From an optimization exercise on the open Yosys and OpenROAD flow, aimed at small area, a short achievable clock period and few clock cycles per item; shortcuts taken in it are not production practice. In this exercise RTL edits were held to simulation tests only and were not proved equivalent to the original. The clock port is modelled as an ideal driver, which makes a skipped or thinned clock tree look cheaper than it is; a real chip needs a root buffer or a tree. Power and IR drop assume default switching activity.

==> inputs of v4 <==
==> flow/design.v <==
module alu_add16 (input wire [15:0] a, b, input wire cin,
  output wire [15:0] sum, g, p);
  assign g = a & b;
  assign p = a ^ b;
  wire [15:0] g0 = {g[15:1], g[0] | (p[0] & cin)};
  wire [15:0] p0 = p;
  wire [15:0] g1, p1, g2, p2, g3, p3, g4, p4;
  genvar i;
  generate
    for (i = 0; i < 16; i = i + 1) begin : pre
      if (i % 2 == 1) begin
        assign g1[i] = g0[i] | (p0[i] & g0[i-1]);
        assign p1[i] = p0[i] & p0[i-1];
      end else begin
        assign g1[i] = g0[i];
        assign p1[i] = p0[i];
      end
      if (i % 4 >= 2) begin
        assign g2[i] = g1[i] | (p1[i] & g1[(i/4)*4+1]);
        assign p2[i] = p1[i] & p1[(i/4)*4+1];
      end else begin
        assign g2[i] = g1[i];
        assign p2[i] = p1[i];
      end
      if (i % 8 >= 4) begin
        assign g3[i] = g2[i] | (p2[i] & g2[(i/8)*8+3]);
        assign p3[i] = p2[i] & p2[(i/8)*8+3];
      end else begin
        assign g3[i] = g2[i];
        assign p3[i] = p2[i];
      end
      if (i % 16 >= 8) begin
        assign g4[i] = g3[i] | (p3[i] & g3[7]);
        assign p4[i] = p3[i] & p3[7];
      end else begin
        assign g4[i] = g3[i];
        assign p4[i] = p3[i];
      end
    end
  endgenerate
  assign sum = p ^ {g4[14:0], cin};
endmodule
module mproc (input wire clk, reset, input wire [15:0] ins, output wire [15:0] addr,
  output wire halted, wb_en, output wire [2:0] wb_addr, output wire [15:0] wb_data);
  reg [15:0] rf [0:7];
  reg [15:0] pc;
  reg        x_v;       
  reg        x_h;       
  reg        x_sub;     
  reg        x_log;     
  reg        x_or;      
  reg [2:0]  x_d;
  reg [7:0]  x_sa, x_sb;  
  reg        rf_reset;  
  wire       is_alu = ins[15:11] == 5'd0;
  integer i;
  always @(posedge clk) begin
    if (reset) begin
      pc  <= 16'd0;
      x_v <= 1'b0;
      x_h <= 1'b0;
    end else if (!x_h) begin
      pc  <= pc + 16'd1;
      x_v <= is_alu;
      x_h <= !is_alu;
    end
    x_sub <= ins[10:9] == 2'b01;
    x_log <= ins[10];
    x_or  <= ins[9];
    x_d   <= ins[8:6];
    for (i = 0; i < 8; i = i + 1) begin
      x_sa[i] <= ins[2:0] == i;
      x_sb[i] <= ins[5:3] == i;
    end
    rf_reset <= reset;
  end
  reg [15:0] va, vb0;
  always @(*) begin
    va  = 16'd0;
    vb0 = 16'd0;
    for (i = 0; i < 8; i = i + 1) begin
      va  = va  | ({16{x_sa[i]}} & rf[i]);
      vb0 = vb0 | ({16{x_sb[i]}} & rf[i]);
    end
  end
  wire [15:0] vb = vb0 ^ {16{x_sub}};
  wire [15:0] sum, g, p;
  alu_add16 add (va, vb, x_sub, sum, g, p);
  wire [15:0] res = x_log ? (x_or ? (g | p) : g) : sum;
  wire [15:0] wd0 = res | {16{rf_reset}};
  wire [15:0] wdx = res & ~{16{rf_reset}};
  always @(posedge clk) begin
    if (rf_reset | (x_v & x_d == 3'd0)) rf[0] <= wd0;
    for (i = 1; i < 8; i = i + 1)
      if (rf_reset | (x_v & x_d == i)) rf[i] <= wdx;
  end
  reg        wb_en_r, halted_r;
  reg [2:0]  wb_addr_r;
  reg [15:0] wb_data_r;
  always @(posedge clk) begin
    wb_en_r   <= x_v & !reset;
    halted_r  <= x_h & !reset;
    wb_addr_r <= x_d;
    wb_data_r <= res;
  end
  assign addr    = pc;
  assign halted  = halted_r;
  assign wb_en   = wb_en_r;
  assign wb_addr = wb_addr_r;
  assign wb_data = wb_data_r;
endmodule
==> flow/flow/run.sh <==
#!/bin/bash
# The standard layout with three changes to how it is made:
#  - adders are left to abc (no full/half-adder cells, which are slow);
#  - ports are buffered with buf_2 rather than a delay-cell buffer;
#  - timing repair works until the setup slack is at least SETUP_SLACK_MARGIN.
# Each tool's output goes to standard_flow.log (and ORFS's own logs under orfs/logs).
set -euo pipefail
bash standard.sh ADDER_MAP_FILE= SETUP_SLACK_MARGIN=9.0 \
  'BUFFER_PORTS_ARGS=-buffer_cell sky130_fd_sc_hd__buf_2' finish > standard_flow.log 2>&1
==> flow/standard.sh <==
#!/bin/bash
# synth_recipe.tcl (not shown) runs the flow's synth.tcl, then flattens the netlist and writes it again
# the make line also repeats each setting of config.mk as NAME=value (left out here)
make -C /OpenROAD-flow-scripts/flow DESIGN_CONFIG=/design/flow/config.mk WORK_HOME=/design/flow/orfs CLKGATE_MAP_FILE= SYNTH_SCRIPT=/design/flow/synth_recipe.tcl "${@:-finish}"
==> flow/config.mk <==
export PLATFORM = sky130hd
export DESIGN_NAME = mproc
export DESIGN_NICKNAME = mproc
export VERILOG_FILES = /design/flow/design.v
export SDC_FILE = /design/flow/constraint.sdc
export NUM_CORES = 4
export LEC_CHECK = 0
export ABC_AREA = 1
export CAP_MARGIN = 20
export CORE_MARGIN = 2
export CORE_UTILIZATION = 40
export SLEW_MARGIN = 20
==> flow/constraint.sdc <==
create_clock -name core_clock -period 12.0 [get_ports {clk}]
set_input_delay 2.4000 -clock core_clock [delete_from_list [all_inputs] [get_ports {clk}]]
set_output_delay 2.4000 -clock core_clock [all_outputs]
set_load 0.01 [all_outputs]
==> inputs of v12, as changes to v4 <==
==> flow/flow/run.sh (replaced) <==
#!/bin/bash
# The standard layout with four changes to how it is made:
#  - synthesis is the standard flow's own script with abc mapping for area
#    (flow/mysynth.tcl, flow/abc_area.script), and adders are left to abc
#    (no full/half-adder cells, which are slow);
#  - ports are buffered with buf_2 rather than a delay-cell buffer;
#  - the clock tree is built by flow/mytree.tcl (two balanced levels of
#    clkbuf_16: 4 roots on the clock port, 12 leaves) instead of TritonCTS,
#    for a shorter clock insertion delay;
#  - timing repair works until the setup slack is at least SETUP_SLACK_MARGIN.
# Each tool's output goes to standard_flow.log (and ORFS's own logs under orfs/logs).
set -euo pipefail
bash standard.sh SYNTH_SCRIPT="$PWD/flow/mysynth.tcl" ADDER_MAP_FILE= SETUP_SLACK_MARGIN=8.8 \
  'BUFFER_PORTS_ARGS=-buffer_cell sky130_fd_sc_hd__buf_2' \
  PRE_CTS_TCL="$PWD/flow/mytree.tcl" finish > standard_flow.log 2>&1
==> flow/flow/abc_area.script (new file) <==
strash
&get -n
&st
&dch
&nf -a
&put
topo
stime -c
==> flow/flow/mysynth.tcl (new file) <==
# The standard synthesis script (synth_recipe.tcl) with one change: abc
# maps with flow/abc_area.script (area-oriented mapping) instead of ORFS's.
set mysynth_abc_script [file join [file dirname [file normalize [info script]]] abc_area.script]
proc synth {args} { yosys synth -nofsm -noshare {*}$args }
proc abc {args} {
  set i [lsearch -exact $args -script]
  if {$i >= 0} { lset args [expr {$i+1}] $::mysynth_abc_script }
  yosys abc {*}$args
}
source $::env(SCRIPTS_DIR)/synth.tcl
# left out here: clear keep_hierarchy, flatten, clean up, hide names made inside functions, write 1_2_yosys.v
==> flow/flow/mytree.tcl (new file) <==
# A shallow clock tree built by hand: the register clock pins are split into
# NLEAF clusters (k-means on their locations), each driven by one leaf
# buffer at its centre; the leaf buffers are split the same way into NROOT
# groups, each driven by one root buffer, which the clock port drives.
proc mytree_kmeans { pts k } {
  # pts: list of {x y}; returns {assign centroids}
  set n [llength $pts]
  set order [lsort -real -index 0 $pts]
  set cent {}
  for {set c 0} {$c < $k} {incr c} {
    lappend cent [lindex $order [expr {int(($c+0.5)*$n/$k)}]]
  }
  for {set iter 0} {$iter < 50} {incr iter} {
    set sum [lrepeat $k {0 0 0}]
    set assign {}
    foreach p $pts {
      lassign $p x y
      set best 0; set bd 1e30
      for {set c 0} {$c < $k} {incr c} {
        lassign [lindex $cent $c] cx cy
        set d [expr {($x-$cx)*($x-$cx)+($y-$cy)*($y-$cy)}]
        if {$d < $bd} { set bd $d; set best $c }
      }
      lappend assign $best
      lassign [lindex $sum $best] sx sy sc
      lset sum $best [list [expr {$sx+$x}] [expr {$sy+$y}] [expr {$sc+1}]]
    }
    for {set c 0} {$c < $k} {incr c} {
      lassign [lindex $sum $c] sx sy sc
      if {$sc > 0} { lset cent $c [list [expr {$sx/double($sc)}] [expr {$sy/double($sc)}]] }
    }
  }
  return [list $assign $cent]
}

proc mytree_add_buf { block master name in_net cx cy } {
  set inst [odb::dbInst_create $block $master $name]
  set net [odb::dbNet_create $block "${name}_net"]
  $net setSigType CLOCK
  [$inst findITerm A] connect $in_net
  [$inst findITerm X] connect $net
  $inst setLocation [expr {int($cx)}] [expr {int($cy)}]
  $inst setPlacementStatus PLACED
  return $net
}

proc mytree_build { nleaf nroot leafcell rootcell } {
  set block [ord::get_db_block]
  set clk_net [[[$block findBTerm clk] getNet] getName]
  set clk_net [$block findNet $clk_net]
  set iterms [$clk_net getITerms]
  set pts {}
  foreach it $iterms {
    set bb [[$it getInst] getBBox]
    lappend pts [list [expr {([$bb xMin]+[$bb xMax])/2.0}] [expr {([$bb yMin]+[$bb yMax])/2.0}]]
  }
  lassign [mytree_kmeans $pts $nleaf] la lc
  # disconnect the sinks first
  foreach it $iterms { $it disconnect }
  set rootnets {}
  if {$nroot > 0} {
    lassign [mytree_kmeans $lc $nroot] ra rc
    set rm [[ord::get_db] findMaster $rootcell]
    for {set r 0} {$r < $nroot} {incr r} {
      lassign [lindex $rc $r] cx cy
      lappend rootnets [mytree_add_buf $block $rm "mytree_root_$r" $clk_net $cx $cy]
    }
  }
  set lm [[ord::get_db] findMaster $leafcell]
  set leafnets {}
  for {set c 0} {$c < $nleaf} {incr c} {
    lassign [lindex $lc $c] cx cy
    set in $clk_net
    if {$nroot > 0} { set in [lindex $rootnets [lindex $ra $c]] }
    lappend leafnets [mytree_add_buf $block $lm "mytree_leaf_$c" $in $cx $cy]
  }
  set cnt [lrepeat $nleaf 0]
  foreach it $iterms c $la {
    $it connect [lindex $leafnets $c]
    lset cnt $c [expr {[lindex $cnt $c]+1}]
  }
  puts "mytree: [llength $iterms] sinks over $nleaf leaves ([join $cnt /]), $nroot roots"
}

# Used as ORFS's PRE_CTS_TCL hook: build the tree here, then let the CTS
# step's clock_tree_synthesis call only switch to propagated clocks; the
# rest of the step (timing repair, detailed placement) runs as usual.
mytree_build 12 4 sky130_fd_sc_hd__clkbuf_16 sky130_fd_sc_hd__clkbuf_16
rename clock_tree_synthesis mytree_unused_cts
proc clock_tree_synthesis { args } {
  puts "clock_tree_synthesis replaced by the hand-built tree (mytree.tcl)"
  set_propagated_clock [all_clocks]
}
==> inputs of v10, as changes to v4 <==
==> flow/flow/run.sh (replaced) <==
#!/bin/bash
# The standard layout, with timing repair aiming past the design's period:
# repair_timing works until the setup slack is at least SETUP_SLACK_MARGIN.
set -euo pipefail
bash standard.sh SETUP_SLACK_MARGIN=9.0 finish > standard_flow.log 2>&1
==> reports/summary.md <==
### Floorplan
• **core area** 22600 um^2
• **area of the die** 24200 um^2

### Timing
• **Period Utilization, post-route** 27.6%

### Critical path
• **reg-to-reg critical path startpoint** x_sb[5]
• **family with the most delay on the worst path** flip-flops

### Run status
• **status** no timing/DRC/antenna violations

### CTS
• **CTS tree** done

### Detailed routing
• **Iteration-0 DRC Markers** 767

### Final layout
• **number of clock buffer instances in the layout** 17
• **number of multi-input combinational cells** 616

### Yosys
• **Commonest cells post-synth** 268 x nand2_1, 128 x edfxtp_1, 116 x inv_1, 62 x dfxtp_1, 53 x o21ai_0

### GRT
• **met2 global-route usage** 35.8%

the above is filed under v10

==> reports/summary.md <==
### Detailed routing
• **Iteration-0 DRC Markers** 622

### Final layout
• **number of multi-input combinational cells** 806
• **number of clock buffer instances in the layout** 18

### Critical path
• **family with the most delay on the worst path** flip-flops

### Floorplan
• **core area** 22800 um^2

### Yosys
• **Commonest cells post-synth** 517 x nand2_1, 128 x edfxtp_1, 86 x inv_1, 77 x nor2_1, 62 x dfxtp_1

### Timing
• **Period Utilization, post-route** 27.6%

### Run status
• **status** no timing/DRC/antenna violations

### GRT
• **met2 global-route usage** 36.5%

the above is filed under v4

==> reports/summary.md <==
### Run status
• **status** no timing/DRC/antenna violations

### Floorplan
• **area of the die** 21000 um^2
• **core area** 19500 um^2

### Timing
• **Period Utilization, post-route** 28.5%

### Final layout
• **number of multi-input combinational cells** 430

### Power and ir drop
• **clock distribution power** 427 uW

### Critical path
• **family with the most delay on the worst path** simple AND/OR/NAND/NOR gates

### GRT
• **met2 global-route usage** 38.3%

the above is filed under v12

Testbench counts of v4, summed over its fixed seeds: cycles 29,394, instrs 28,434.
Testbench counts of v12, summed over its fixed seeds: cycles 29,394, instrs 28,434.
Testbench counts of v10, summed over its fixed seeds: cycles 29,394, instrs 28,434.
The clock cells of v12 come from the design's own scripts or RTL, not from TritonCTS.

[separate check: timing with driven ports]
The flow's constraints put no driver on any port. The routed layouts listed below were extracted and timed again, unchanged, in two steps. Step 1, drivers: a clkbuf_16 drives clk and a buf_2 each remaining input, both assumed. Step 2 moves the port delays by t, midway between the first and last clock arrival at a register: inputs arrive t later, outputs are due t later. That takes back most of the time a late clock gives input paths. a / b / c = ideal ports / drivers / drivers and shift; a / b = the first two.
| run | t (ns) | slack for setup (ns) | hold WS [ns] | worst setup path after step 2 | worst slew at a driven data input, ns |
|---|---|---|---|---|---|
| v4 | 0.477 | 8.690 / 8.646 / 8.830 | 0.361 / 0.361 / 0.361 | input to register | 0.03 |
| v12 | 0.388 | 8.578 / 8.578 / 8.578 | 0.431 / 0.431 / 0.431 | register to register | 0.03 |
| v10 | 0.481 | 8.693 / 8.645 / 8.589 | 0.372 / 0.372 / 0.372 | input to register | 0.03 |
After both steps setup and hold are still met in every run listed. For v10, which loses most, drivers alone change the setup slack by -0.048 ns; drivers and shift together by -0.104 ns.
